Context: an optimization exercise on an open-source flow, tuned for small area. The choices shown serve that exercise and are no tape-out recipe. Function was checked by simulation only, so behaviour that the tests miss may differ from the original. The flow treats the clock pin as an ideal source, which a real chip does not have. Power is estimated from default activity; no workload was simulated.

$ cat flow/flow/run.sh
#!/bin/bash
# Standard synthesis, then an area re-mapping of the combinational logic (flip-flops
# untouched), then the standard layout with a minimum-size buffer on each port.
set -euo pipefail
W=$(pwd)
R=$W/orfs/results/$FLOW_PLATFORM/top/base
LIB=$FLOW_HOME/platforms/$FLOW_PLATFORM/lib/sky130_fd_sc_hd__tt_025C_1v80.lib
bash standard.sh synth > $W/synth.log 2>&1
cp $R/1_2_yosys.v $W/std_netlist.v
LIBF=$LIB INV=$W/std_netlist.v OUTV=$W/reopt_netlist.v ABCS=$W/flow/area.abc \
  yosys -c $W/flow/reopt.tcl > $W/reopt.log 2>&1
cp $W/reopt_netlist.v $R/1_2_yosys.v
rm -f $R/1_synth.odb $R/1_synth.sdc
export BUFFER_PORTS_ARGS="-buffer_cell sky130_fd_sc_hd__buf_1"
bash standard.sh > $W/layout.log 2>&1
$ cat flow/flow/area.abc
strash
dch -f
amap
topo
$ cat flow/flow/reopt.tcl
# Re-map the combinational logic of the standard synthesis for area.
# The flip-flops are kept as they are (same instances, names and cell types).
set lib $::env(LIBF)
yosys read_liberty -ignore_miss_func -ignore_miss_dir $lib
yosys read_verilog $::env(INV)
yosys hierarchy -top top
yosys setattr -mod -set keep_hierarchy 1 sky130_fd_sc_hd__df*
yosys flatten
yosys opt -purge
yosys setundef -zero
yosys abc -liberty $lib -dont_use sky130_fd_sc_hd__probe_p_8 -dont_use sky130_fd_sc_hd__probec_p_8 -dont_use sky130_fd_sc_hd__lpflow_bleeder_1 -dont_use sky130_fd_sc_hd__lpflow_clkbufkapwr_1 -dont_use sky130_fd_sc_hd__lpflow_clkbufkapwr_16 -dont_use sky130_fd_sc_hd__lpflow_clkbufkapwr_2 -dont_use sky130_fd_sc_hd__lpflow_clkbufkapwr_4 -dont_use sky130_fd_sc_hd__lpflow_clkbufkapwr_8 -dont_use sky130_fd_sc_hd__lpflow_clkinvkapwr_1 -dont_use sky130_fd_sc_hd__lpflow_clkinvkapwr_16 -dont_use sky130_fd_sc_hd__lpflow_clkinvkapwr_2 -dont_use sky130_fd_sc_hd__lpflow_clkinvkapwr_4 -dont_use sky130_fd_sc_hd__lpflow_clkinvkapwr_8 -dont_use sky130_fd_sc_hd__lpflow_decapkapwr_12 -dont_use sky130_fd_sc_hd__lpflow_decapkapwr_3 -dont_use sky130_fd_sc_hd__lpflow_decapkapwr_4 -dont_use sky130_fd_sc_hd__lpflow_decapkapwr_6 -dont_use sky130_fd_sc_hd__lpflow_decapkapwr_8 -dont_use sky130_fd_sc_hd__lpflow_inputiso0n_1 -dont_use sky130_fd_sc_hd__lpflow_inputiso0p_1 -dont_use sky130_fd_sc_hd__lpflow_inputiso1n_1 -dont_use sky130_fd_sc_hd__lpflow_inputiso1p_1 -dont_use sky130_fd_sc_hd__lpflow_inputisolatch_1 -dont_use sky130_fd_sc_hd__lpflow_isobufsrc_1 -dont_use sky130_fd_sc_hd__lpflow_isobufsrc_16 -dont_use sky130_fd_sc_hd__lpflow_isobufsrc_2 -dont_use sky130_fd_sc_hd__lpflow_isobufsrc_4 -dont_use sky130_fd_sc_hd__lpflow_isobufsrc_8 -dont_use sky130_fd_sc_hd__lpflow_isobufsrckapwr_16 -dont_use sky130_fd_sc_hd__lpflow_lsbuf_lh_hl_isowell_tap_1 -dont_use sky130_fd_sc_hd__lpflow_lsbuf_lh_hl_isowell_tap_2 -dont_use sky130_fd_sc_hd__lpflow_lsbuf_lh_hl_isowell_tap_4 -dont_use sky130_fd_sc_hd__lpflow_lsbuf_lh_isowell_4 -dont_use sky130_fd_sc_hd__lpflow_lsbuf_lh_isowell_tap_1 -dont_use sky130_fd_sc_hd__lpflow_lsbuf_lh_isowell_tap_2 -dont_use sky130_fd_sc_hd__lpflow_lsbuf_lh_isowell_tap_4  -script $::env(ABCS)
yosys opt_clean -purge
yosys hilomap -singleton -hicell sky130_fd_sc_hd__conb_1 HI -locell sky130_fd_sc_hd__conb_1 LO
yosys splitnets
yosys opt_clean -purge
yosys tee -o $::env(OUTV).stat stat -liberty $lib
yosys select -module top
yosys write_verilog -noattr -selected $::env(OUTV)
$ cat flow/standard.sh
#!/bin/bash
# synth_recipe.tcl (not shown) runs the flow's synth.tcl, then flattens the netlist and writes it again
# the make line also repeats each setting of config.mk as NAME=value (left out here)
make -C /OpenROAD-flow-scripts/flow DESIGN_CONFIG=/design/flow/config.mk WORK_HOME=/design/flow/orfs CLKGATE_MAP_FILE= SYNTH_SCRIPT=/design/flow/synth_recipe.tcl "${@:-finish}"
$ cat flow/config.mk
export PLATFORM = sky130hd
export DESIGN_NAME = top
export DESIGN_NICKNAME = top
export VERILOG_FILES = /design/flow/design.v
export SDC_FILE = /design/flow/constraint.sdc
export NUM_CORES = 4
export LEC_CHECK = 0
export CAP_MARGIN = 20
export CORE_MARGIN = 2
export CORE_UTILIZATION = 40
export PLACE_DENSITY = 0.6
export SLEW_MARGIN = 20
$ cat flow/constraint.sdc
create_clock -name core_clock -period 120.0 [get_ports {clk100Mhz}]
set_input_delay 24.0000 -clock core_clock [delete_from_list [all_inputs] [get_ports {clk100Mhz}]]
set_output_delay 24.0000 -clock core_clock [all_outputs]
set_load 0.01 [all_outputs]
$ cat flow/design.v
module top(
    input clk100Mhz, rst,
    input [2:0] btnRaw,
    output [15:13] led,
    output   [3:0] an,
    output   [6:0] seg,
    output         dp
    );
    localparam [1:0] IDLE=0, WAIT=1, CNT=2, STOP=3;
    reg [3:0] ph;
    wire phf = ph[3] ? (~ph[1] & ~ph[0]) : (ph[0] | (~ph[2] & ~ph[1]));
    always @(posedge clk100Mhz, posedge rst) begin
        if (rst) ph <= 0;
        else ph <= {ph[2:0], phf};
    end
    wire tick = ph[3] & ~ph[2] & ~ph[0];    
    wire ph1  = ~ph[3] & ~ph[1] & ph[0];    
    wire ph2  = ~ph[2] & ph[1] & ph[0];     
    wire ph9  = ~ph[3] & ph[2] & ~ph[1];    
    reg [1:0] sel;
    reg [2:0] q;
    wire qf = ~q[1] | (~q[2] & q[0]);
    always @(posedge clk100Mhz, posedge rst) begin
        if (rst) begin
            sel <= 0;
            q <= 0;
        end
        else if (tick) begin
            sel <= sel + 1'b1;
            q <= {q[1:0], qf};
        end
    end
    wire pulse = ph1 & q[2] & ~q[1] & ~sel[0];
    reg [3:0] dcnt;
    reg [2:0] btnDb;
    wire diff = (btnRaw != btnDb);
    wire upd = tick & diff & (dcnt == 4'd9);
    always @(posedge clk100Mhz, posedge rst) begin
        if (rst) begin
            dcnt <= 0;
            btnDb <= 0;
        end
        else if (tick) begin
            if (!diff || dcnt == 4'd9) dcnt <= 0;
            else dcnt <= dcnt + 1'b1;
            if (upd) btnDb <= btnRaw;
        end
    end
    wire [2:0] rise = upd ? (btnRaw & ~btnDb) : 3'b000;
    reg [1:0] nxt, cState;
    reg       E;
    reg [3:0] step;
    reg [4:0] k;
    wire kEnd = (k == 5'd24);
    wire toNext = (cState == STOP) && (nxt == STOP) && pulse && E && (step == 4'd3) && (k == 5'd23);
    reg [1:0] nxtN;
    always @(*) begin
        nxtN = nxt;
        case (nxt)
            IDLE: if (rise[0]) nxtN = WAIT;
            WAIT: if (rise[1]) nxtN = CNT;
            CNT:  if (rise[1]) nxtN = STOP;
                  else if (rise[2]) nxtN = WAIT;
            STOP: if (rise[1]) nxtN = CNT;
                  else if (rise[2]) nxtN = WAIT;
                  else if (toNext) nxtN = IDLE;
        endcase
    end
    always @(posedge clk100Mhz, posedge rst) begin
        if (rst) begin
            nxt <= IDLE;
            cState <= IDLE;
        end
        else begin
            nxt <= nxtN;
            cState <= nxt;
        end
    end
    wire idle = (cState == IDLE);
    wire stop = (cState == STOP);
    wire timeout = stop && E && (step == 4'd3) && kEnd;
    wire kInc = idle ? (E ? ph2 : ph9) : pulse;
    always @(posedge clk100Mhz, posedge rst) begin
        if (rst) begin
            E <= 0; step <= 0; k <= 0;
        end
        else if (!(idle || stop)) begin
            E <= 0; step <= 0; k <= 0;
        end
        else if (timeout) begin
            step <= 0; k <= 0;
        end
        else if (kInc) begin
            if (kEnd) begin
                k <= 0;
                step <= step + 1'b1;
                if (stop && step == 4'd15) E <= 1'b1;
            end
            else k <= k + 1'b1;
        end
    end
    assign led = {cState == WAIT, cState == CNT, stop};
    reg [3:0] u, d0, d1;
    reg [2:0] d2;
    reg [1:0] d3;
    wire wrap = (d3 == 2'd2) && (d2 == 3'd4) && (d1 == 4'd3) && (d0 == 4'd8) && (u == 4'd3);
    always @(posedge clk100Mhz, posedge rst) begin
        if (rst) begin
            u <= 0; d0 <= 0; d1 <= 0; d2 <= 0; d3 <= 0;
        end
        else if (pulse) begin
            if (cState == WAIT || (cState == CNT && wrap)) begin
                u <= 0; d0 <= 0; d1 <= 0; d2 <= 0; d3 <= 0;
            end
            else if (cState == CNT) begin
                if (u == 9) begin
                    u <= 0;
                    if (d0 == 9) begin
                        d0 <= 0;
                        if (d1 == 9) begin
                            d1 <= 0;
                            if (d2 == 5) begin
                                d2 <= 0;
                                d3 <= d3 + 1'b1;
                            end
                            else d2 <= d2 + 1'b1;
                        end
                        else d1 <= d1 + 1'b1;
                    end
                    else d0 <= d0 + 1'b1;
                end
                else u <= u + 1'b1;
            end
        end
    end
    reg [3:0] digit;
    always @(*) begin
        case (sel)
            2'd0: digit = d0;
            2'd1: digit = d1;
            2'd2: digit = {1'b0, d2};
            default: digit = {2'b00, d3};
        endcase
    end
    reg [6:0] segSW;
    always @(*) begin
        case (digit)
            4'd0: segSW = 7'b100_0000;
            4'd1: segSW = 7'b111_1001;
            4'd2: segSW = 7'b010_0100;
            4'd3: segSW = 7'b011_0000;
            4'd4: segSW = 7'b001_1001;
            4'd5: segSW = 7'b001_0010;
            4'd6: segSW = 7'b000_0010;
            4'd7: segSW = 7'b111_1000;
            4'd8: segSW = 7'b000_0000;
            4'd9: segSW = 7'b001_0000;
            default: segSW = 7'b111_1111;
        endcase
    end
    reg [3:0] anIdle;
    reg [6:0] segIdle;
    always @(*) begin
        case (step)
            4'd0:  begin anIdle = 4'b1110; segIdle = 7'b111_1110; end
            4'd1:  begin anIdle = 4'b1100; segIdle = 7'b111_1110; end
            4'd2:  begin anIdle = 4'b1001; segIdle = 7'b111_1110; end
            4'd3:  begin anIdle = 4'b0011; segIdle = 7'b111_1110; end
            4'd4:  begin anIdle = 4'b0111; segIdle = 7'b101_1110; end
            4'd5:  begin anIdle = 4'b0111; segIdle = 7'b100_1111; end
            4'd6:  begin anIdle = 4'b0111; segIdle = 7'b110_0111; end
            4'd7:  begin anIdle = 4'b0011; segIdle = 7'b111_0111; end
            4'd8:  begin anIdle = 4'b1001; segIdle = 7'b111_0111; end
            4'd9:  begin anIdle = 4'b1100; segIdle = 7'b111_0111; end
            4'd10: begin anIdle = 4'b1110; segIdle = 7'b111_0011; end
            4'd11: begin anIdle = 4'b1110; segIdle = 7'b111_1001; end
            4'd12: begin anIdle = 4'b1110; segIdle = 7'b111_1101; end
            default: begin anIdle = 4'b1111; segIdle = 7'b111_1111; end
        endcase
    end
    wire [3:0] anSW = ~(4'b0001 << sel);
    assign an  = idle ? anIdle : anSW;
    assign seg = idle ? segIdle : segSW;
    assign dp  = idle || !sel[0];
endmodule
==> impl_results.md, run 1 <==
* Avg Cell Area, Syn at 7.912 um^2
* CP Class: flip-flop to output port
* Crit path time final at about 27 ns
* Tot GR Track Use at 17.72%
* Antenna-violating nets left at 0
* CTS H-Tree Depth at 2
* Min-Delay Endpoint: ph[2]$_DFF_PP0_
* Final Wtd Congestion at 0.9081
* Outcome: timing/DRC/antenna clean
* Critical path arrival at 3.14 ns
* Vias at 2411
* Syn nets at 336
* DP Wirelength at 4574 um
* CP top delay family: compound AO/OA/AOI/OAI gates
* Relative slew slack at 45.11%
* CTS buffer count at 5
* Hold Crit Class: flip-flop to flip-flop
* Setup-failing EPs final at 0
* Crit path buf inv count at 2
* CP Max Fanout at 6
* Wirelength per Cell at 13.92 um
* Mapped Area at 2619 um^2
* Die W at about 85 um
* Reg2reg setup slack at 116.71 ns
* Hold Path Origin: ph[1]$_DFF_PP0_
* Clk buf depth at 2
* Fin. Hold Viols at 0
* Post-CTS Setup Inserts at 0
* CP startpoint kind: flip-flop
* GRT Residual Overflow at 0
* Global-route wire length before repair at 10370 um
* Pin count of the biggest net entering global routing at 48
* Clk slew on worst S/H paths at 0.09 ns
* # resized after CTS at 0
* I/O Pins at 20
* Initial Util at 41.24%
* Pleak at 1.133 nW
* Setup TNS at 0 ns
* Die H at between 80 and 90 um
* Achievable frequency at 36.84 MHz
* Port bufs at 19
* CP Depth at 8
* Pwr Density at just under 10 nW/um^2
* 1st-iter DRT viols at 197
* CTS root buf: clkbuf_8
* WP data required at 96.00 ns
* RR Startpoint: d2[0]$_DFFE_PP0P_
* Clk sinks at 47
* Hold Path Depth at 0
* Clock insertion delay at the later pin of the skew report at 0.30 ns
* Layout cells sized above 1 at 2.514%
* Crit path cell chain: nor2b_1 > a222oi_1 > clkinv_1 > nor2_1 > o21ai_0 > a22o_1 > or3_1 > buf_1
* Design area at roughly 2900 um^2
* Crit-path max cell delay at 0.77 ns
* Final-report max-slew violation count at 0
* Final nets at 362
* DR pass1 iterations at 5
* Critical Path End Type: output port
* Row Count at 29
* Initial antenna violation count at 0
* DRC viols at 0
* Placement Cell Area at 2786 um^2
* Core footprint at 6350 um^2
* DIE AREA at 7210 um^2
* Area grow syn2layout at 10.94%
* VDD IR-drop max at 0.004215 mV
* RSZ-0062 raised after global routing: no
* Worst Tran Pin Value at 0.8233 ns
* Reg-to-reg endpoint: d2[2]$_DFFE_PP0P_
* FF-to-FF path depth at 10
* Tcrit/Tclk final at 22.62%
* # Max-Cap Violations at 0
* Yosys warnings at 1
* Diode count at 0
* Overall power at a little under 0.03 mW
* Mapped Cells at between 300 and 400
* Clk_skew at 0.004584 ns
* Post-CTS Hold Buffers at 0
* Drt total wl at 6057 um
* Post-DR vias/cell at 5.543
* Layout Utilization at 45.75%
* Cell at the slowest stage of the critical path: a222oi_1
* CTS tree: built
* Number of global-route vias before repair at 2173
-- cells in the final DEF, fill, tap and decap left out, types with 3 or more instances in the layout --
cell type,n
a31oi_1,4
or3_1,6
or4_1,4
o22ai_1,11
a22oi_1,4
a211oi_1,4
nand3_1,7
nor2b_1,3
o32ai_1,4
dfrtp_1,47
nor4_1,4
clkbuf_8,6
nand2_1,27
nand4_1,3
nor2_1,64
o22a_1,4
nor3_1,9
o21ai_0,24
buf_1,19
clkinv_1,55
a21oi_1,17
a222oi_1,3
-- worst register-to-register path, cell delays in order, from the launching register on --
cell and delay (ns):
dfrtp_1 0.46, or4_1 0.55, nor2_1 0.10, nand4_1 0.09
nor4_1 0.28, a21oi_1 0.24, a21oi_1 0.33, nor2b_1 0.37
o21ai_0 0.34, a21oi_1 0.30, o22ai_1 0.11
-- per-stage QoR --
step / hold slack (ns) / worst slack, ns / cells
final: 0.3913 / 92.86 / 435
after global routing: 0.4099 / 92.59 / 435
after CTS: 0.3966 / 92.89 / 435
after detailed placement: 0.3764 / 93.25 / 427
after global placement: 0.3673 / 93.29 / 427
after floorplan: 0.3609 / 93.66 / 331
-- power by group --
group / total, mW / internal (mW) / switching, mW
Sequential: 0.0161 / 0.0160 / 0.000110
Clock: 0.0121 / 0.00674 / 0.00538
Combinational: 0.000613 / 0.000175 / 0.000437
Total: 0.0288 / 0.0229 / 0.00593
-- flip-flops by register name, indices dropped and copies added, names as in the netlist, 4 cells and up --
register and cells:
k 5, ph 4, d0 4, dcnt 4, d1 4, step 4
u 4
-- area by class of cell --
cell class                 instances  area [um^2]
tap                               77        96.34
multi-input combinational        228         1232
clock buffer                       6        82.58
clock inverter                     2        35.03
fill                             632         3445
timing repair buffer              19        71.32
inverter                          56        211.5
sequential                        47         1176
-- per-layer routing --
layer	wire, um	global-route usage, %	vias up	part of all wire, %
li1	-	-	1237	-
met1	3035	25.57	1102	50
met2	2651	26.84	61	44
met3	264	3.405	11	4.4
met4	106	5.916	0	1.8
met5	0	0	-	0
-- how the worst max path moves through the flow --
stage                       startpoint      to  slack [ns]
floorplan           sel[1]$_DFFE_PP0P_  seg[1]       93.66
finish              sel[1]$_DFFE_PP0P_  seg[1]       92.86
detailed placement  sel[1]$_DFFE_PP0P_  seg[1]       93.25
global route        sel[0]$_DFFE_PP0P_  seg[1]       92.59
global placement    sel[1]$_DFFE_PP0P_  seg[1]       93.29
CTS                 sel[1]$_DFFE_PP0P_  seg[1]       92.89
==> run 2: changes to the inputs <==
--- a/flow/flow/run.sh
+++ b/flow/flow/run.sh
@@ -14,2 +14,3 @@
 export BUFFER_PORTS_ARGS="-buffer_cell sky130_fd_sc_hd__buf_1"
+export CTS_ARGS="-sink_clustering_enable -repair_clock_nets -dont_use_dummy_load -buf_list sky130_fd_sc_hd__clkbuf_8 -sink_clustering_size 24 -sink_clustering_max_diameter 200"
 bash standard.sh > $W/layout.log 2>&1
==> flow/flow/area.abc (replaced) <==
strash
&get -n
&deepsyn -T 30
&put
dch -f
amap
topo
==> impl_results.md, run 2 <==
* Drt total wl at 5051 um (was 6057 um)
* Max reg flops at 5 (unchanged)
* DRC viols at 0 (unchanged)
* RSZ-0062 raised after global routing: no (unchanged)
* Row Count at 28 (was 29)
* Die H at 81.40 um (was 84.91 um)
* VDD IR-drop max at 0.006260 mV (was 0.004215 mV)
* Crit path cell chain: clkinv_1 > nand2_1 > o22ai_1 > a31oi_1 > clkinv_1 > nor3_1 > o21bai_1 > o31ai_1 > nor2_1 > a21oi_1 > o21ai_0 > nor2_1 > a22oi_1 > buf_1 (was nor2b_1 > a222oi_1 > clkinv_1 > nor2_1 > o21ai_0 > a22o_1 > or3_1 > buf_1)
* 1st-iter DRT viols at 103 (was 197)
* Post-DR vias/cell at 5.339 (was 5.543)
* Initial Util at 40.95% (was 41.24%)
* Post-CTS Setup Inserts at 0 (unchanged)
* Final nets at 327 (was 362)
* Most common cell after layout, fill and taps aside: nor2_1 (unchanged)
* Clock insertion delay at the later pin of the skew report at 0.29 ns (was 0.30 ns)
* # resized after CTS at 0 (unchanged)
* Tot GR Track Use at 16.52% (was 17.72%)
* Post-CTS Hold Buffers at 0 (unchanged)
* Antenna-violating nets left at 0 (unchanged)
* RR Startpoint: ph[0]$_DFF_PP0_ (was d2[0]$_DFFE_PP0P_)
* Reg-to-reg endpoint: d3[1]$_DFFE_PP0P_ (was d2[2]$_DFFE_PP0P_)
* Most frequent cells in the layout: nor2_1, clkinv_1, dfrtp_1 (unchanged)
* Mapped Area at 2396 um^2 (was 2619 um^2)
* Setup-failing EPs final at 0 (unchanged)
* Clk slew on worst S/H paths at 0.08 ns (was 0.09 ns)
* Avg Cell Area, Syn at 8.095 um^2 (was 7.912 um^2)
* Non-Filler Instances at 395 (was 435)
* DP Wirelength at 3864 um (was 4574 um)
* DIE AREA at 6625 um^2 (was 7210 um^2)
* Vias at 2109 (was 2411)
* Final hold slack at 0.3874 ns (was 0.3913 ns)
* I/O Pins at 20 (unchanged)
* Syn nets at 301 (was 336)
* Wirelength per Cell at 12.79 um (was 13.92 um)
* Hold Path Depth at 0 (unchanged)
* Global-route wire length before repair at 8466 um (was 10370 um)
* Pleak at 1.064 nW (was 1.133 nW)
* Layout Utilization at 44.97% (was 45.75%)
* Relative slew slack at 45.69% (was 45.11%)
* CP Depth at 14 (was 8)
* CP startpoint kind: flip-flop (unchanged)
* Tcrit/Tclk final at 22.63% (was 22.62%)
* Pwr Density at 9.886 nW/um^2 (was 9.922 nW/um^2)
* Met2 Routed Length at 2295 um (was 2651 um)
* Port bufs at 19 (unchanged)
* Reg2reg setup slack at 115.97 ns (was 116.71 ns)
* Outcome: timing/DRC/antenna clean (unchanged)
* Achievable frequency at 36.82 MHz (was 36.84 MHz)
* Critical Path End Type: output port (unchanged)
* Crit path time final at 27.16 ns (was 27.14 ns)
* GRT Residual Overflow at 0 (unchanged)
* Fin. Hold Viols at 0 (unchanged)
* Critical path arrival at 3.16 ns (was 3.14 ns)
* Pin count of the biggest net entering global routing at 48 (unchanged)
* CTS root buf: clkbuf_8 (unchanged)
* Area grow syn2layout at 9.817% (was 10.94%)
* Cell at the slowest stage of the critical path: dfrtp_1 (was a222oi_1)
* DP Cell Count at 390 (was 427)
* Layout cells sized above 1 at 1.875% (was 2.514%)
* CTS H-Tree Depth at 2 (unchanged)
* DR pass1 iterations at 4 (was 5)
* Clk sinks at 47 (unchanged)
* Clk_skew at 0.01806 ns (was 0.004584 ns)
* Core footprint at 5851 um^2 (was 6350 um^2)
* Min-Delay Endpoint: ph[3]$_DFF_PP0_ (was ph[2]$_DFF_PP0_)
* Setup TNS at 0 ns (unchanged)
* Final Wtd Congestion at 0.8724 (was 0.9081)
* # Max-Cap Violations at 0 (unchanged)
* Top Metal Used: met4 (unchanged)
* Mapped Cells at 296 (was 331)
* Hold Path Origin: ph[2]$_DFF_PP0_ (was ph[1]$_DFF_PP0_)
* FF-to-FF path depth at 19 (was 10)
* Final-report max-slew violation count at 0 (unchanged)
* Hold Crit Class: flip-flop to flip-flop (unchanged)
* Worst Tran Pin Value at 0.8137 ns (was 0.8233 ns)
* Wire length on met3 at 166 um (was 264 um)
* Overall power at 0.02601 mW (was 0.02883 mW)
* CTS buffer count at 5 (unchanged)
* Initial antenna violation count at 0 (unchanged)
* CP Max Fanout at 6 (unchanged)
* Met1 wire length at 2535 um (was 3035 um)
* Diode count at 0 (unchanged)
* Die W at 81.40 um (was 84.91 um)
* WP data required at 96.00 ns (about the same)
* Number of global-route vias before repair at 1931 (was 2173)
* Clk buf depth at 2 (unchanged)
* Largest Register: k (unchanged)
* Yosys warnings at 1 (unchanged)
* CTS tree: built (unchanged)
* CP Class: flip-flop to output port (unchanged)
* Crit path buf inv count at 3 (was 2)
* Crit-path max cell delay at 0.44 ns (was 0.77 ns)
* CP top delay family: compound AO/OA/AOI/OAI gates (unchanged)
[run 2: power by group]
group / internal [mW] / switching [mW]
combinational: 0.000357 / 0.000704
clock: 0.00376 / 0.00479
sequential: 0.0162 / 0.000227
total: 0.0203 / 0.00572
[run 2: routing by layer]
| layer | vias to the layer above | track usage, % |
|---|---|---|
| li1 | 1089 | - |
| met2 | 34 | 26.64 |
| met1 | 982 | 22.13 |
| met3 | 4 | 3.333 |
| met5 | - | 0 |
| met4 | 0 | 5.593 |
[run 2: worst register-to-register path, cell delays in order, from the launching register on]
cell      delay [ns]
dfrtp_1         0.38
clkinv_1        0.10
nor2_1          0.14
nand4_1         0.23
or3_1           0.39
or2_0           0.29
nor2b_1         0.31
nor2_1          0.09
nor2_1          0.10
o31ai_1         0.08
nor3_1          0.30
nand3_1         0.21
nor2_1          0.17
nand2_1         0.10
nor4_1          0.47
nand2_1         0.14
nor2_1          0.16
nand2_1         0.09
nand2_1         0.08
o22ai_1         0.08
[run 2: layout make-up]
class | instances | area [um^2]
clock buffers | 5 | 68.82
fillers | 585 | 3219
inverters | 50 | 188.9
multi-input cells | 199 | 1032
flip-flops and latches | 47 | 1176
well taps | 75 | 93.84
repair buffers | 19 | 71.32
[run 2: how the worst max path moves through the flow]
stage,startpoint,endpoint,slack (ns)
after floorplan,sel[0]$_DFFE_PP0P_,seg[1],93.43
after global placement,sel[0]$_DFFE_PP0P_,seg[1],93.34
after detailed placement,sel[0]$_DFFE_PP0P_,seg[1],93.20
after CTS,sel[0]$_DFFE_PP0P_,seg[1],92.86
after global routing,sel[0]$_DFFE_PP0P_,seg[1],92.50
final,sel[0]$_DFFE_PP0P_,seg[1],92.84
[run 2: per-stage QoR]
step / setup WS [ns] / cell area (um^2)
finish: 92.84 / 2631
global route: 92.50 / 2631
global placement: 93.34 / 2561
floorplan: 93.43 / 2396
CTS: 92.86 / 2630
detailed placement: 93.20 / 2561
==> run 3: changes to the inputs <==
--- a/flow/flow/run.sh
+++ b/flow/flow/run.sh
@@ -14,3 +14,3 @@
 export BUFFER_PORTS_ARGS="-buffer_cell sky130_fd_sc_hd__buf_1"
-export CTS_ARGS="-sink_clustering_enable -repair_clock_nets -dont_use_dummy_load -buf_list sky130_fd_sc_hd__clkbuf_8 -sink_clustering_size 24 -sink_clustering_max_diameter 200"
+export CTS_ARGS="-repair_clock_nets -dont_use_dummy_load -buf_list sky130_fd_sc_hd__clkbuf_16 -root_buf sky130_fd_sc_hd__clkbuf_16 -sink_clustering_enable -sink_clustering_size 50 -sink_clustering_max_diameter 1000"
 bash standard.sh > $W/layout.log 2>&1
==> flow/flow/area.abc (replaced) <==
strash
&get -n
&deepsyn -T 30
&put
dch -f
amap
strash
dch -f
amap
topo
==> impl_results.md, run 3 <==
* Wirelength per Cell at 12.93 um (was 12.79 um)
* CTS root buf: clkbuf_16 (was clkbuf_8)
* Logic pwr share at 5.1% (was 4.1%)
* Outcome: timing/DRC/antenna clean (unchanged)
* CTS buffer count at 5 (unchanged)
* CP Class: flip-flop to output port (unchanged)
* Mapped Cells at 299 (was 296)
* Diode count at 0 (unchanged)
* Row Count at 28 (unchanged)
* FF-to-FF path depth at 14 (was 19)
* Antenna-violating nets left at 0 (unchanged)
* Pwr Density at 11.34 nW/um^2 (was 9.886 nW/um^2)
* Setup TNS at 0 ns (unchanged)
* Setup-failing EPs final at 0 (unchanged)
* WP data required at 96.00 ns (about the same)
* Pleak at 1.074 nW (was 1.064 nW)
* Port bufs at 19 (unchanged)
* Most common cell after layout, fill and taps aside: nor2_1 (unchanged)
* Critical Path End Type: output port (unchanged)
* Avg Cell Area, Syn at 8.043 um^2 (was 8.095 um^2)
* Mapped Area at 2405 um^2 (was 2396 um^2)
* Drt total wl at 5159 um (was 5051 um)
* DP Wirelength at 3816 um (was 3864 um)
* Most frequent cells in the layout: nor2_1, dfrtp_1, clkinv_1 (was nor2_1, clkinv_1, dfrtp_1)
* Clk sinks at 47 (unchanged)
* Final nets at 331 (was 327)
* Initial Util at 41.10% (was 40.95%)
* Internal power at 0.02424 mW (was 0.02029 mW)
* Clk buf depth at 2 (unchanged)
* CP startpoint kind: flip-flop (unchanged)
* CTS tree: built (unchanged)
* CP Max Fanout at 5 (was 6)
* Setup crit start: sel[1]$_DFFE_PP0P_ (was sel[0]$_DFFE_PP0P_)
* GRT Residual Overflow at 0 (unchanged)
* Layout cells sized above 1 at 2.160% (was 1.875%)
* Vias at 2155 (was 2109)
* Max reg flops at 5 (unchanged)
* Critical Path End: seg[1] (unchanged)
* Achievable frequency at 37.38 MHz (was 36.82 MHz)
* Final hold slack at 0.3976 ns (was 0.3874 ns)
* VDD IR-drop max at 0.006753 mV (was 0.006260 mV)
* RSZ-0062 raised after global routing: no (unchanged)
* Relative slew slack at 46.27% (was 45.69%)
* Die W at 81.54 um (was 81.40 um)
* Tot GR Track Use at 18.05% (was 16.52%)
* Overall power at 0.03067 mW (was 0.02601 mW)
* 1st-iter DRT viols at 113 (was 103)
* Clk slew on worst S/H paths at 0.05 ns (was 0.08 ns)
* Critical path arrival at 2.75 ns (was 3.16 ns)
* DP Cell Count at 394 (was 390)
* CTS H-Tree Depth at 2 (unchanged)
* Hold Path Depth at 0 (unchanged)
* Reg2reg setup slack at 116.66 ns (was 115.97 ns)
* Initial antenna violation count at 0 (unchanged)
* P_sw at 0.006426 mW (was 0.005725 mW)
* Final Wtd Congestion at 0.8458 (was 0.8724)
* Flop pwr share at 54.2% (was 63.0%)
* Tcrit/Tclk final at 22.29% (was 22.63%)
* Pin count of the biggest net entering global routing at 48 (unchanged)
* Largest Register: k (unchanged)
* Yosys warnings at 1 (unchanged)
* Sw Ratio at 20.95% (was 22.01%)
* # Max-Cap Violations at 0 (unchanged)
* Worst Tran Pin Value at 0.8060 ns (was 0.8137 ns)
* Fin. Hold Viols at 0 (unchanged)
* Die H at 81.54 um (was 81.40 um)
* DIE AREA at 6648 um^2 (was 6625 um^2)
* Hold Crit Class: flip-flop to flip-flop (unchanged)
* Final-report max-slew violation count at 0 (unchanged)
* Global-route wire length before repair at 9328 um (was 8466 um)
* Post-DR vias/cell at 5.401 (was 5.339)
* Clock share of power at 40.6% (was 32.9%)
* I/O Pins at 20 (unchanged)
* Core footprint at 5851 um^2 (unchanged)
* DRC viols at 0 (unchanged)
* Reg-to-reg endpoint: d3[1]$_DFFE_PP0P_ (unchanged)
* Post-CTS Hold Buffers at 0 (unchanged)
* Non-Filler Instances at 399 (was 395)
* DR pass1 iterations at 6 (was 4)
* # resized after CTS at 0 (unchanged)
* Clock insertion delay at the later pin of the skew report at 0.28 ns (was 0.29 ns)
* Area grow syn2layout at 12.43% (was 9.817%)
* Number of global-route vias before repair at 2089 (was 1931)
* Syn nets at 304 (was 301)
* Clk_skew at 0.008730 ns (was 0.01806 ns)
* Post-CTS Setup Inserts at 0 (unchanged)
* Crit path time final at 26.75 ns (was 27.16 ns)
* RR Startpoint: ph[0]$_DFF_PP0_ (unchanged)
==> run 3: final cells by class <==
class	count	area [um^2]
inverter	47	177.7
fill	574	3147
sequential	47	1176
timing repair buffer	20	78.83
multi-input combinational	205	1052
tap	75	93.84
clock buffer	5	125.1
==> run 3: worst min-delay path by stage <==
stage	startpoint	to	slack (ns)
floorplan	ph[2]$_DFF_PP0_	ph[3]$_DFF_PP0_	0.36
global placement	ph[2]$_DFF_PP0_	ph[3]$_DFF_PP0_	0.37
detailed placement	ph[2]$_DFF_PP0_	ph[3]$_DFF_PP0_	0.40
CTS	ph[2]$_DFF_PP0_	ph[3]$_DFF_PP0_	0.40
global route	ph[2]$_DFF_PP0_	ph[3]$_DFF_PP0_	0.40
finish	ph[2]$_DFF_PP0_	ph[3]$_DFF_PP0_	0.40
==> run 3: power groups by stage <==
stage | clock network, mW | logic [mW] | registers [mW]
after floorplan | 0 | 0.00125 | 0.0169
after global placement | 0 | 0.00159 | 0.0169
after detailed placement | 0 | 0.00160 | 0.0169
after CTS | 0.0130 | 0.00161 | 0.0166
after global routing | 0.0135 | 0.00189 | 0.0167
final | 0.0125 | 0.00158 | 0.0166
==> run 3: stage by stage <==
stage	setup slack [ns]	instance area (um^2)	util (%)
after floorplan	93.79	2405	-
after global placement	93.72	2577	44.05
after detailed placement	93.56	2577	44.05
after CTS	93.26	2703	46.19
after global routing	92.87	2704	46.21
final	93.25	2704	46.21
==> run 3: routing by layer <==
layer	GRT usage [%]	vias to the layer above	part of all wire [%]
met2	29.59	37	48
met5	0	-	0
li1	-	1100	-
met1	24.14	1016	48
met3	4.396	2	4.1
met4	4.237	0	0.48
==> run 3: critical path, stage by stage (launching register included) <==
cell      delay (ns)
dfrtp_1         0.39
clkinv_1        0.16
nand2_1         0.19
nor2_1          0.06
nor3_1          0.26
clkinv_1        0.19
o21ai_0         0.20
o21ai_0         0.18
a221oi_1        0.41
o211ai_1        0.14
o21ai_0         0.11
buf_1           0.17
==> run 4: changes to the inputs <==
--- a/flow/flow/run.sh
+++ b/flow/flow/run.sh
@@ -14,3 +14,3 @@
 export BUFFER_PORTS_ARGS="-buffer_cell sky130_fd_sc_hd__buf_1"
-export CTS_ARGS="-repair_clock_nets -dont_use_dummy_load -buf_list sky130_fd_sc_hd__clkbuf_16 -root_buf sky130_fd_sc_hd__clkbuf_16 -sink_clustering_enable -sink_clustering_size 50 -sink_clustering_max_diameter 1000"
+export CTS_ARGS="-repair_clock_nets -dont_use_dummy_load -buf_list sky130_fd_sc_hd__clkbuf_8 -root_buf sky130_fd_sc_hd__clkbuf_8 -sink_clustering_enable -sink_clustering_size 50 -sink_clustering_max_diameter 1000"
 bash standard.sh > $W/layout.log 2>&1
==> impl_results.md, run 4 <==
* CTS H-Tree Depth at 2 (unchanged)
* Fin. Hold Viols at 0 (unchanged)
* Most used cell, CP: nor2_1 (was o21ai_0)
* Mapped Area at 2391 um^2 (was 2405 um^2)
* CTS buffer count at 5 (unchanged)
* Met1 Use GR at 24.72% (was 24.14%)
* Mapped Cells at 291 (was 299)
* Footprint of the multi-input gates at 1042 um^2 (was 1052 um^2)
* FF+latch area at 1176 um^2 (unchanged)
* Pin count of the biggest net entering global routing at 48 (unchanged)
* Avg Cell Area, Syn at 8.217 um^2 (was 8.043 um^2)
* Antenna-violating nets left at 0 (unchanged)
* Cell at the slowest stage of the critical path: dfrtp_1 (was a221oi_1)
* Outcome: timing/DRC/antenna clean (unchanged)
* Most frequent cells in the layout: nor2_1, dfrtp_1, clkinv_1 (unchanged)
* Area grow syn2layout at 10.15% (was 12.43%)
* Core footprint at 5851 um^2 (unchanged)
* Sw Ratio at 21.03% (was 20.95%)
* Crit-path max cell delay at 0.44 ns (was 0.41 ns)
* Pwr Density at 9.502 nW/um^2 (was 11.34 nW/um^2)
* Clk buf depth at 2 (unchanged)
* Setup TNS at 0 ns (unchanged)
* Row Count at 28 (unchanged)
* Final-report max-slew violation count at 0 (unchanged)
* Max reg flops at 5 (unchanged)
* DIE AREA at 6612 um^2 (was 6648 um^2)
* Post-CTS Hold Buffers at 0 (unchanged)
* Achievable frequency at 36.61 MHz (was 37.38 MHz)
* Yosys warnings at 1 (unchanged)
* Crit path buf inv count at 3 (unchanged)
* Clk sinks at 47 (unchanged)
* Worst Tran Pin Value at 0.8355 ns (was 0.8060 ns)
* Global-route wire length before repair at 9011 um (was 9328 um)
* Logic pwr share at 2.0% (was 5.1%)
* Pleak at 1.024 nW (was 1.074 nW)
* Initial Util at 40.87% (was 41.10%)
* P_sw at 0.005262 mW (was 0.006426 mW)
* # resized after CTS at 0 (unchanged)
* Final nets at 323 (was 331)
* Clock share of power at 34.3% (was 40.6%)
* Clk_skew at 0.01737 ns (was 0.008730 ns)
* CP Class: flip-flop to output port (unchanged)
* Filler Cells Inserted at 577 (was 574)
* VDD IR-drop max at 0.006090 mV (was 0.006753 mV)
* GRT Residual Overflow at 0 (unchanged)
* Initial antenna violation count at 0 (unchanged)
* Final hold slack at 0.4262 ns (was 0.3976 ns)
* Vias at 2138 (was 2155)
* Internal power at 0.01976 mW (was 0.02424 mW)
* I/O Pins at 20 (unchanged)
* Relative slew slack at 43.87% (was 46.27%)
* # Max-Cap Violations at 0 (unchanged)
* Crit path cell chain: clkinv_1 > nand2_1 > o22ai_1 > a31oi_1 > clkinv_1 > nor3_1 > nor2_1 > o31ai_1 > nor2_1 > a21oi_1 > o21ai_0 > nor2_1 > o21ai_0 > a21boi_0 > buf_1 (was clkinv_1 > nand2_1 > nor2_1 > nor3_1 > clkinv_1 > o21ai_0 > o21ai_0 > a221oi_1 > o211ai_1 > o21ai_0 > buf_1)
* CP Max Fanout at 6 (was 5)
* Most common cell after layout, fill and taps aside: nor2_1 (unchanged)
* Wirelength per Cell at 13.57 um (was 12.93 um)
* Flop pwr share at 63.7% (was 54.2%)
* DP Wirelength at 4011 um (was 3816 um)
* Diode count at 0 (unchanged)
* CP top delay family: compound AO/OA/AOI/OAI gates (unchanged)
* Met3 Usage GRT at 4.000% (was 4.396%)
* Final Wtd Congestion at 0.8451 (was 0.8458)
* Tcrit/Tclk final at 22.76% (was 22.29%)
* Crit path time final at 27.31 ns (was 26.75 ns)
* Critical Path End Type: output port (unchanged)
* Setup-failing EPs final at 0 (unchanged)
* Clk slew on worst S/H paths at 0.09 ns (was 0.05 ns)
* Drt total wl at 5304 um (was 5159 um)
* Die W at 81.32 um (was 81.54 um)
* Tot GR Track Use at 17.43% (was 18.05%)
* Die H at 81.32 um (was 81.54 um)
* Clock insertion delay at the later pin of the skew report at 0.30 ns (was 0.28 ns)
* WP data required at 96.00 ns (about the same)
* Post-DR vias/cell at 5.468 (was 5.401)
* CTS root buf: clkbuf_8 (was clkbuf_16)
* Met2 usage at 26.64% (was 29.59%)
* Syn nets at 296 (was 304)
* Critical path arrival at 3.31 ns (was 2.75 ns)
* CTS tree: built (unchanged)
* GR peak layer: met2 (unchanged)
* DR pass1 iterations at 4 (was 6)
* Layout cells sized above 1 at 2.215% (was 2.160%)
* Post-CTS Setup Inserts at 0 (unchanged)
* DRC viols at 0 (unchanged)
* Hold Crit Class: flip-flop to flip-flop (unchanged)
* 1st-iter DRT viols at 118 (was 113)
* RSZ-0062 raised after global routing: no (unchanged)
* Largest Register: k (unchanged)
* Port bufs at 19 (unchanged)
* Number of global-route vias before repair at 1981 (was 2089)
* CP startpoint kind: flip-flop (unchanged)
[run 4: worst paths after layout]
check                                    end          startpoint  slack (ns)  cells past startpoint
min in group asynchronous    ph[2]$_DFF_PP0_                 rst       23.81                      2
hold / removal               ph[3]$_DFF_PP0_     ph[2]$_DFF_PP0_        0.43                      0
hold reg to reg              ph[3]$_DFF_PP0_     ph[2]$_DFF_PP0_        0.43                      0
setup / recovery                      seg[1]  sel[1]$_DFFE_PP0P_       92.69                     15
max in group asynchronous  d0[1]$_DFFE_PP0P_                 rst       95.70                      2
setup reg to reg           d3[1]$_DFFE_PP0P_     ph[0]$_DFF_PP0_      115.65                     18
[run 4: worst reg2reg max path, cell delays in order (launching register included)]
cell and delay [ns]:
dfrtp_1 0.39, clkinv_1 0.13, nor2_1 0.12, nand3_1 0.08, nor3_1 0.65, nand4_1 0.39
a21oi_1 0.24, o32ai_1 0.11, nor3_1 0.30, nand3_1 0.18, nor2_1 0.30, nand2_1 0.13
nor4_1 0.60, nand2_1 0.15, nor2_1 0.14, and2_0 0.17, nor2_1 0.05, clkinv_1 0.05
a21oi_1 0.05
[run 4: cell type report]
class,instances,area share [%]
Timing Repair Buffer,20,2.993
Tap cell,75,3.563
Sequential cell,47,44.66
Multi-Input combinational cell,198,39.57
Inverter,46,6.603
Clock buffer,5,2.613
[run 4: power by group through the flow]
stage / Sequential (mW) / Clock (mW) / Combinational (mW)
after global routing: 0.0159 / 0.00965 / 0.000622
after CTS: 0.0159 / 0.00888 / 0.000543
after detailed placement: 0.0162 / 0 / 0.000539
after global placement: 0.0162 / 0 / 0.000538
after floorplan: 0.0162 / 0 / 0.000360
final: 0.0159 / 0.00859 / 0.000506
[run 4: stage by stage]
step / worst slack, ns / util, % / power (mW) / instances / instance area, um^2
finish: 92.69 / 45.02 / 0.02503 / 391 / 2634
global route: 92.31 / 45.02 / 0.02621 / 391 / 2634
CTS: 92.77 / 45.00 / 0.02535 / 391 / 2633
detailed placement: 93.10 / 43.82 / 0.01678 / 386 / 2564
global placement: 93.31 / 43.82 / 0.01678 / 386 / 2564
floorplan: 93.38 / - / 0.01660 / 291 / 2391
[run 4: layer usage]
layer  share of wire (%)  wire [um]
met5                   0          0
met3                 4.0        210
met4                0.87         46
met2                  45       2381
met1                  50       2665
==> run 5: changes to the inputs <==
--- a/flow/design.v
+++ b/flow/design.v
@@ -36,3 +36,4 @@
     wire diff = (btnRaw != btnDb);
-    wire upd = tick & diff & (dcnt == 4'd9);
+    wire dEnd = dcnt[3] & dcnt[0];    
+    wire upd = tick & diff & dEnd;
     always @(posedge clk100Mhz, posedge rst) begin
@@ -43,3 +44,3 @@
         else if (tick) begin
-            if (!diff || dcnt == 4'd9) dcnt <= 0;
+            if (!diff || dEnd) dcnt <= 0;
             else dcnt <= dcnt + 1'b1;
@@ -53,4 +54,4 @@
     reg [4:0] k;
-    wire kEnd = (k == 5'd24);
-    wire toNext = (cState == STOP) && (nxt == STOP) && pulse && E && (step == 4'd3) && (k == 5'd23);
+    wire kEnd = k[4] & k[3];    
+    wire toNext = (cState == STOP) && (nxt == STOP) && pulse && E && step[1] && step[0] && k[4] && k[2] && k[1] && k[0];
     reg [1:0] nxtN;
@@ -80,3 +81,3 @@
     wire stop = (cState == STOP);
-    wire timeout = stop && E && (step == 4'd3) && kEnd;
+    wire timeout = stop && E && step[1] && step[0] && kEnd;
     wire kInc = idle ? (E ? ph2 : ph9) : pulse;
@@ -105,3 +106,3 @@
     reg [1:0] d3;
-    wire wrap = (d3 == 2'd2) && (d2 == 3'd4) && (d1 == 4'd3) && (d0 == 4'd8) && (u == 4'd3);
+    wire wrap = d3[1] & d2[2] & d1[1] & d1[0] & d0[3] & u[1] & u[0];
     always @(posedge clk100Mhz, posedge rst) begin
@@ -115,9 +116,9 @@
             else if (cState == CNT) begin
-                if (u == 9) begin
+                if (u[3] & u[0]) begin
                     u <= 0;
-                    if (d0 == 9) begin
+                    if (d0[3] & d0[0]) begin
                         d0 <= 0;
-                        if (d1 == 9) begin
+                        if (d1[3] & d1[0]) begin
                             d1 <= 0;
-                            if (d2 == 5) begin
+                            if (d2[2] & d2[0]) begin
                                 d2 <= 0;
@@ -146,3 +147,5 @@
     always @(*) begin
-        case (digit)
+        casez (digit)
+            4'b1??0: segSW = 7'b000_0000;
+            4'b1??1: segSW = 7'b001_0000;
             4'd0: segSW = 7'b100_0000;
@@ -155,5 +158,3 @@
             4'd7: segSW = 7'b111_1000;
-            4'd8: segSW = 7'b000_0000;
-            4'd9: segSW = 7'b001_0000;
-            default: segSW = 7'b111_1111;
+            default: segSW = 7'b111_1000;
         endcase
--- a/flow/flow/run.sh
+++ b/flow/flow/run.sh
@@ -1,4 +1,5 @@
 #!/bin/bash
-# Standard synthesis, then an area re-mapping of the combinational logic (flip-flops
-# untouched), then the standard layout with a minimum-size buffer on each port.
+# Standard synthesis; then the combinational logic is re-mapped for area with ABC
+# (several random seeds, the smallest result kept; flip-flops untouched); then the
+# standard layout with a minimum-size buffer on each port and a one-buffer clock tree.
 set -euo pipefail
@@ -9,5 +10,14 @@
 cp $R/1_2_yosys.v $W/std_netlist.v
-LIBF=$LIB INV=$W/std_netlist.v OUTV=$W/reopt_netlist.v ABCS=$W/flow/area.abc \
-  yosys -c $W/flow/reopt.tcl > $W/reopt.log 2>&1
-cp $W/reopt_netlist.v $R/1_2_yosys.v
+mkdir -p $W/reopt
+for S in 0 1 2 3 4 5 6 7; do
+  sed "s/@S@/$S/; s/@T@/20/" $W/flow/area.abc.in > $W/reopt/area_$S.abc
+done
+ls $W/reopt/area_*.abc | sed 's/.*area_\([0-9]*\).abc/\1/' | \
+  xargs -P ${NUM_CORES:-4} -I{} env LIBF=$LIB INV=$W/std_netlist.v OUTV=$W/reopt/net_{}.v \
+  ABCS=$W/reopt/area_{}.abc sh -c 'yosys -c '$W'/flow/reopt.tcl > '$W'/reopt/log_{}.txt 2>&1 || true'
+BEST=$(for f in $W/reopt/net_*.v.stat; do
+  a=$(grep "Chip area" $f | head -1 | awk '{print $NF}'); echo "$a ${f%.stat}"; done | sort -g | head -1 | awk '{print $2}')
+echo "best re-mapping: $BEST" > $W/reopt.log
+cat $W/reopt/net_*.v.stat | grep "Chip area" >> $W/reopt.log
+cp $BEST $R/1_2_yosys.v
 rm -f $R/1_synth.odb $R/1_synth.sdc
==> flow/flow/area.abc.in (new file) <==
strash
&get -n
&deepsyn -T @T@ -S @S@
&put
dch -f
amap
strash
dch -f
amap
topo
removed: flow/flow/area.abc
==> impl_results.md, run 5 <==
* CP Max Fanout at 10 (was 6)
* Vias at 1913 (was 2138)
* Clock insertion delay at the later pin of the skew report at 0.30 ns (about the same)
* Clock share of power at 32.1% (was 34.3%)
* Crit path cell chain: nor2_1 > clkinv_1 > a2111oi_0 > a211oi_1 > o211ai_1 > buf_1 (was clkinv_1 > nand2_1 > o22ai_1 > a31oi_1 > clkinv_1 > nor3_1 > nor2_1 > o31ai_1 > nor2_1 > a21oi_1 > o21ai_0 > nor2_1 > o21ai_0 > a21boi_0 > buf_1)
* Diode count at 0 (unchanged)
* RSZ-0062 raised after global routing: no (unchanged)
* Tcrit/Tclk final at 22.32% (was 22.76%)
* Internal power at 0.02066 mW (was 0.01976 mW)
* Final nets at 305 (was 323)
* DIE AREA at 6332 um^2 (was 6612 um^2)
* GRT Residual Overflow at 0 (unchanged)
* Yosys warnings at 1 (unchanged)
* Mapped Area at 2285 um^2 (was 2391 um^2)
* Port bufs at 19 (unchanged)
* Layout cells sized above 1 at 2.013% (was 2.215%)
* Clk slew on worst S/H paths at 0.09 ns (about the same)
* Clk_skew at 0.01507 ns (was 0.01737 ns)
* Largest Register: k (unchanged)
* Achievable frequency at 37.34 MHz (was 36.61 MHz)
* Syn nets at 279 (was 296)
* CP Class: flip-flop to output port (unchanged)
* CP startpoint kind: flip-flop (unchanged)
* Critical Path End Type: output port (unchanged)
* Critical path arrival at 2.78 ns (was 3.31 ns)
* CTS H-Tree Depth at 2 (unchanged)
* CP top delay family: compound AO/OA/AOI/OAI gates (unchanged)
* Crit-path max cell delay at 0.67 ns (was 0.44 ns)
* Global-route wire length before repair at 8300 um (was 9011 um)
* Crit path buf inv count at 2 (was 3)
* CTS root buf: clkbuf_8 (unchanged)
* Non-Filler Instances at 370 (was 391)
* VDD IR-drop max at 0.005432 mV (was 0.006090 mV)
* Avg Cell Area, Syn at 8.338 um^2 (was 8.217 um^2)
* Fin. Hold Viols at 0 (unchanged)
* # Max-Cap Violations at 0 (unchanged)
* Drt total wl at 4684 um (was 5304 um)
* Pin count of the biggest net entering global routing at 48 (unchanged)
* Die H at 79.58 um (was 81.32 um)
* DP Cell Count at 365 (was 386)
* DR pass1 iterations at 4 (unchanged)
* Most frequent cells in the layout: nor2_1, dfrtp_1, clkinv_1 (unchanged)
* P_sw at 0.006324 mW (was 0.005262 mW)
* CTS tree: built (unchanged)
* Initial antenna violation count at 0 (unchanged)
* DRC viols at 0 (unchanged)
* Setup TNS at 0 ns (unchanged)
* Post-DR vias/cell at 5.170 (was 5.468)
* Tot GR Track Use at 16.84% (was 17.43%)
* Logic pwr share at 6.2% (was 2.0%)
* Final Wtd Congestion at 0.8539 (was 0.8451)
* Cell at the slowest stage of the critical path: a2111oi_0 (was dfrtp_1)
* Relative slew slack at 47.58% (was 43.87%)
* I/O Pins at 20 (unchanged)
* CTS buffer count at 5 (unchanged)
* Hold Crit Class: flip-flop to flip-flop (unchanged)
* Area grow syn2layout at 10.13% (was 10.15%)
* Wirelength per Cell at 12.66 um (was 13.57 um)
* Initial Util at 41.49% (was 40.87%)
* Crit path time final at 26.78 ns (was 27.31 ns)
* Outcome: timing/DRC/antenna clean (unchanged)
* Max reg flops at 5 (unchanged)
* Worst Tran Pin Value at 0.7854 ns (was 0.8355 ns)
* Clk buf depth at 2 (unchanged)
* Pleak at 1.011 nW (was 1.024 nW)
* Number of global-route vias before repair at 1857 (was 1981)
* DP Wirelength at 3540 um (was 4011 um)
* Post-CTS Setup Inserts at 0 (unchanged)
* Post-CTS Hold Buffers at 0 (unchanged)
* WP data required at 96.00 ns (about the same)
* # resized after CTS at 0 (unchanged)
* Most common cell after layout, fill and taps aside: nor2_1 (unchanged)
* Final-report max-slew violation count at 0 (unchanged)
* Row Count at 27 (was 28)
* Clk sinks at 47 (unchanged)
* Mapped Cells at 274 (was 291)
* Antenna-violating nets left at 0 (unchanged)
* Sw Ratio at 23.44% (was 21.03%)
* Flop pwr share at 61.7% (was 63.7%)
* Core footprint at 5507 um^2 (was 5851 um^2)
* Pwr Density at 10.72 nW/um^2 (was 9.502 nW/um^2)
* Setup-failing EPs final at 0 (unchanged)
* 1st-iter DRT viols at 92 (was 118)
* Die W at 79.58 um (was 81.32 um)
[run 5: power groups by stage]
stage	logic [mW]	registers (mW)	clock network [mW]
3_5_place_dp	0.00173	0.0169	0
3_3_place_gp	0.00172	0.0170	0
5_1_grt	0.00200	0.0167	0.00952
4_1_cts	0.00173	0.0166	0.00884
6_report	0.00169	0.0166	0.00865
2_1_floorplan	0.00129	0.0169	0
[run 5: metrics by stage]
stage | setup slack, ns | cell area [um^2] | hold WS [ns] | power (mW) | utilization (%)
2_1_floorplan | 94.03 | 2285 | 0.3741 | 0.01819 | -
3_3_place_gp | 93.73 | 2446 | 0.3889 | 0.01868 | 44.42
3_5_place_dp | 93.58 | 2446 | 0.3911 | 0.01868 | 44.42
4_1_cts | 93.27 | 2515 | 0.4106 | 0.02721 | 45.67
5_1_grt | 93.07 | 2516 | 0.4262 | 0.02825 | 45.69
6_report | 93.22 | 2516 | 0.4104 | 0.02698 | 45.69
[run 5: final timing paths]
path | start | endpoint | slack [ns] | depth (start not counted)
setup / recovery | cState[0]$_DFF_PP0_ | an[0] | 93.22 | 6
hold / removal | ph[0]$_DFF_PP0_ | ph[1]$_DFF_PP0_ | 0.41 | 0
setup reg to reg | ph[0]$_DFF_PP0_ | d3[1]$_DFFE_PP0P_ | 116.39 | 15
hold reg to reg | ph[0]$_DFF_PP0_ | ph[1]$_DFF_PP0_ | 0.41 | 0
max in group asynchronous | rst | k[3]$_DFFE_PP0P_ | 95.72 | 2
min in group asynchronous | rst | dcnt[1]$_DFFE_PP0P_ | 23.80 | 2
[run 5: per-layer routing]
layer	vias to the layer above	part of all wire [%]	global-route usage (%)
li1	994	-	-
met1	873	49	22.59
met2	41	45	27.31
met3	5	4.5	3.281
met4	0	1.0	5.690
met5	-	0	0
[run 5: worst reg2reg max path, stage by stage (launching register included)]
cell      delay [ns]
dfrtp_1         0.37
clkinv_1        0.12
or4_1           0.52
nor3_1          0.43
nand3_1         0.30
nor2_1          0.28
nand2_1         0.13
nor2_1          0.21
nand2_1         0.12
nor2_1          0.21
nand2_1         0.10
clkinv_1        0.08
nand2_1         0.08
nor3b_1         0.33
nor2_1          0.07
a211oi_1        0.16
[run 5: layout make-up]
cell class	count	area, um^2
Fill cell	556	2990
Sequential cell	47	1176
Multi-Input combinational cell	190	969.7
Inverter	37	140.1
Tap cell	72	90.09
Timing Repair Buffer	19	71.32
Clock buffer	5	68.82
==> run 6: changes to the inputs <==
--- a/flow/flow/run.sh
+++ b/flow/flow/run.sh
@@ -25,2 +25,4 @@
 export CTS_ARGS="-repair_clock_nets -dont_use_dummy_load -buf_list sky130_fd_sc_hd__clkbuf_8 -root_buf sky130_fd_sc_hd__clkbuf_8 -sink_clustering_enable -sink_clustering_size 50 -sink_clustering_max_diameter 1000"
+export POST_CTS_TCL=$W/flow/flat_clock.tcl
+export FLAT_CLOCK_BUF=sky130_fd_sc_hd__clkbuf_2
 bash standard.sh > $W/layout.log 2>&1
==> flow/flow/flat_clock.tcl (new file) <==
# POST_CTS hook: the root clock buffer only drives the few leaf buffers below it,
# so it is sized down to the smallest clock buffer.
set db [ord::get_db]
set block [ord::get_db_block]
set clk_net [$block findNet clk100Mhz]
foreach it [$clk_net getITerms] {
  set inst [$it getInst]
  if {[string match "*clkbuf*" [[$inst getMaster] getName]]} {
    $inst swapMaster [$db findMaster $::env(FLAT_CLOCK_BUF)]
    puts "root clock buffer [$inst getName] is now $::env(FLAT_CLOCK_BUF)"
  }
}
detailed_placement
check_placement -verbose
--- a/flow/config.mk
+++ b/flow/config.mk
@@ -9,4 +9,4 @@
 export CORE_MARGIN = 2
-export CORE_UTILIZATION = 40
-export PLACE_DENSITY = 0.6
+export CORE_UTILIZATION = 70
+export PLACE_DENSITY = 0.85
 export SLEW_MARGIN = 20
==> impl_results.md, run 6 <==
* I/O Pins at 20 (unchanged)
* Critical Path End Type: output port (unchanged)
* Vias at 1980 (was 1913)
* Syn nets at 278 (was 279)
* CP Max Fanout at 9 (was 10)
* Flop pwr share at 62.6% (was 61.7%)
* Most frequent cells in the layout: nor2_1, dfrtp_1, clkinv_1 (unchanged)
* # Max-Cap Violations at 0 (unchanged)
* Final nets at 304 (was 305)
* Crit path time final at 26.75 ns (was 26.78 ns)
* DP Wirelength at 3381 um (was 3540 um)
* Core footprint at 3078 um^2 (was 5507 um^2)
* Outcome: timing/DRC/antenna clean (unchanged)
* Achievable frequency at 37.38 MHz (was 37.34 MHz)
* DRC viols at 0 (unchanged)
* CP Class: flip-flop to output port (unchanged)
* Number of global-route vias before repair at 1704 (was 1857)
* CP startpoint kind: flip-flop (unchanged)
* Final-report max-slew violation count at 0 (unchanged)
* Initial Util at 74.27% (was 41.49%)
* Pwr Density at 10.83 nW/um^2 (was 10.72 nW/um^2)
* Filler Cells Inserted at 210 (was 556)
* Avg Cell Area, Syn at 8.373 um^2 (was 8.338 um^2)
* Clk_skew at 0.01262 ns (was 0.01507 ns)
* Relative slew slack at 47.33% (was 47.58%)
* Pleak at 1.051 nW (was 1.011 nW)
* Drt total wl at 4582 um (was 4684 um)
* Pin count of the biggest net entering global routing at 48 (unchanged)
* VDD IR-drop max at 0.009717 mV (was 0.005432 mV)
* Row Count at 20 (was 27)
* P_sw at 0.006489 mW (was 0.006324 mW)
* Hold Crit Class: flip-flop to flip-flop (unchanged)
* Reg2reg setup slack at 116.55 ns (was 116.39 ns)
* Sw Ratio at 24.23% (was 23.44%)
* Most common cell after layout, fill and taps aside: nor2_1 (unchanged)
* Mapped Area at 2286 um^2 (was 2285 um^2)
* Die W at 61.15 um (was 79.58 um)
* Initial antenna violation count at 0 (unchanged)
* WP data required at 96.00 ns (about the same)
* Placement Cell Area at 2412 um^2 (was 2446 um^2)
* Final Wtd Congestion at 0.8899 (was 0.8539)
* Tot GR Track Use at 27.75% (was 16.84%)
* Worst Tran Pin Value at 0.7891 ns (was 0.7854 ns)
* Hold Path Depth at 0 (unchanged)
* Clk slew on worst S/H paths at 0.08 ns (was 0.09 ns)
* Logic pwr share at 8.6% (was 6.2%)
* DIE AREA at 3739 um^2 (was 6332 um^2)
* Critical path arrival at 2.75 ns (was 2.78 ns)
* Min-Delay Endpoint: cState[0]$_DFF_PP0_ (was ph[1]$_DFF_PP0_)
* Wirelength per Cell at 13.44 um (was 12.66 um)
* Die H at 61.15 um (was 79.58 um)
* Antenna-violating nets left at 0 (unchanged)
* Tcrit/Tclk final at 22.30% (was 22.32%)
* CTS tree: built (unchanged)
* Reg-to-reg endpoint: d3[1]$_DFFE_PP0P_ (unchanged)
* Fin. Hold Viols at 0 (unchanged)
* RR Startpoint: ph[0]$_DFF_PP0_ (unchanged)
* Mapped Cells at 273 (was 274)
* Setup TNS at 0 ns (unchanged)
* Area grow syn2layout at 8.210% (was 10.13%)
* Port bufs at 19 (unchanged)
* Global-route wire length before repair at 7603 um (was 8300 um)
* Setup-failing EPs final at 0 (unchanged)
* Largest Register: k (unchanged)
* Yosys warnings at 1 (unchanged)
* Post-placement setup slack at 93.68 ns (was 93.58 ns)
* Max reg flops at 5 (unchanged)
* FF-to-FF path depth at 13 (was 15)
* Final hold slack at 0.3934 ns (was 0.4104 ns)
* Design area at 2474 um^2 (was 2516 um^2)
* Diode count at 0 (unchanged)
* Internal power at 0.02029 mW (was 0.02066 mW)
* Clock insertion delay at the later pin of the skew report at 0.38 ns (was 0.30 ns)
* GRT Residual Overflow at 0 (unchanged)
* 1st-iter DRT viols at 207 (was 92)
* Overall power at 0.02678 mW (was 0.02698 mW)
* RSZ-0062 raised after global routing: no (unchanged)
* Layout cells sized above 1 at 2.020% (was 2.013%)
* Hold Path Origin: nxt[0]$_DFFE_PP0P_ (was ph[0]$_DFF_PP0_)
* DR pass1 iterations at 4 (unchanged)
* Clk sinks at 47 (unchanged)
* Clock share of power at 28.8% (was 32.1%)
* Post-DR vias/cell at 5.806 (was 5.170)
* Final worst slack at 93.25 ns (was 93.22 ns)
[run 6: metal layers]
layer  wire length, um  track usage, %  vias up  part of all wire [%]
li1                  -               -      996                     -
met1              2110           40.73      924                    46
met2              2145           42.25       54                    47
met3               285           6.723        6                   6.2
met4                40           6.522        0                  0.87
met5                 0               0        -                     0
[run 6: power by group through the flow]
| stage | registers (mW) | clock network [mW] | logic (mW) |
|---|---|---|---|
| 2_1_floorplan | 0.0170 | 0 | 0.00172 |
| 3_3_place_gp | 0.0170 | 0 | 0.00226 |
| 3_5_place_dp | 0.0171 | 0 | 0.00228 |
| 5_1_grt | 0.0168 | 0.00861 | 0.00259 |
| 6_report | 0.0168 | 0.00773 | 0.00229 |
[run 6: worst max path at each step]
stage | startpoint | end | slack [ns] | cells past startpoint
2_1_floorplan | sel[0]$_DFFE_PP0P_ | seg[1] | 93.86 | 10
3_3_place_gp | cState[0]$_DFF_PP0_ | seg[1] | 93.78 | 9
3_5_place_dp | sel[0]$_DFFE_PP0P_ | seg[1] | 93.68 | 11
5_1_grt | sel[0]$_DFFE_PP0P_ | seg[1] | 92.94 | 11
6_report | sel[0]$_DFFE_PP0P_ | seg[1] | 93.25 | 11
[run 6: worst max-delay path, stage by stage, from the launching register on]
cell and delay (ns):
dfrtp_1 0.47, clkinv_1 0.25, nand2_1 0.20, o32ai_1 0.12
a31oi_1 0.25, o21a_1 0.19, nor2_1 0.05, nor3_1 0.30
clkinv_1 0.09, o21ai_0 0.16, o21a_1 0.14, buf_1 0.15
[run 6: final cells by class]
cell class	instances	area (um^2)	area share (%)
multi-input combinational	190	974.7	39.40
sequential	47	1176	47.55
timing repair buffer	19	71.32	2.883
inverter	36	136.4	5.513
clock buffer	5	60.06	2.428
tap	44	55.05	2.226
[run 6: per-stage QoR]
| step | instances | utilization (%) |
|---|---|---|
| after floorplan | 273 | - |
| after global placement | 336 | 78.37 |
| after detailed placement | 336 | 78.37 |
| after global routing | 341 | 80.37 |
| final | 341 | 80.37 |

port drivers added, routing unchanged:
In the flow no input, the clock included, has a driving cell. The finished layouts below were timed again as built, in two steps. Step 1 assumes that a clkbuf_16 drives the clock port and a buf_2 every other input. Step 2 moves the port delays by t, midway between the first and last clock arrival at a register: inputs arrive t later, outputs are due t later. That takes back most of the time a late clock gives input paths. a / b / c = no drivers / after step 1 / after step 2; a / b = the first two.
| run | t (ns) | slack for setup (ns) | latest minus earliest clock arrival (ns) |
|---|---|---|---|
| run 1 | 0.330 | 92.855 / 92.826 / 93.156 | 0.005 / 0.005 |
| run 2 | 0.315 | 92.840 / 92.811 / 93.126 | 0.018 / 0.018 |
| run 3 | 0.311 | 93.249 / 93.215 / 93.526 | 0.008 / 0.009 |
| run 4 | 0.314 | 92.687 / 92.660 / 92.974 | 0.017 / 0.018 |
| run 5 | 0.318 | 93.222 / 93.195 / 93.513 | 0.016 / 0.015 |
| run 6 | 0.393 | 93.246 / 93.225 / 93.618 | 0.013 / 0.012 |
After both steps every run listed still meets setup and hold.
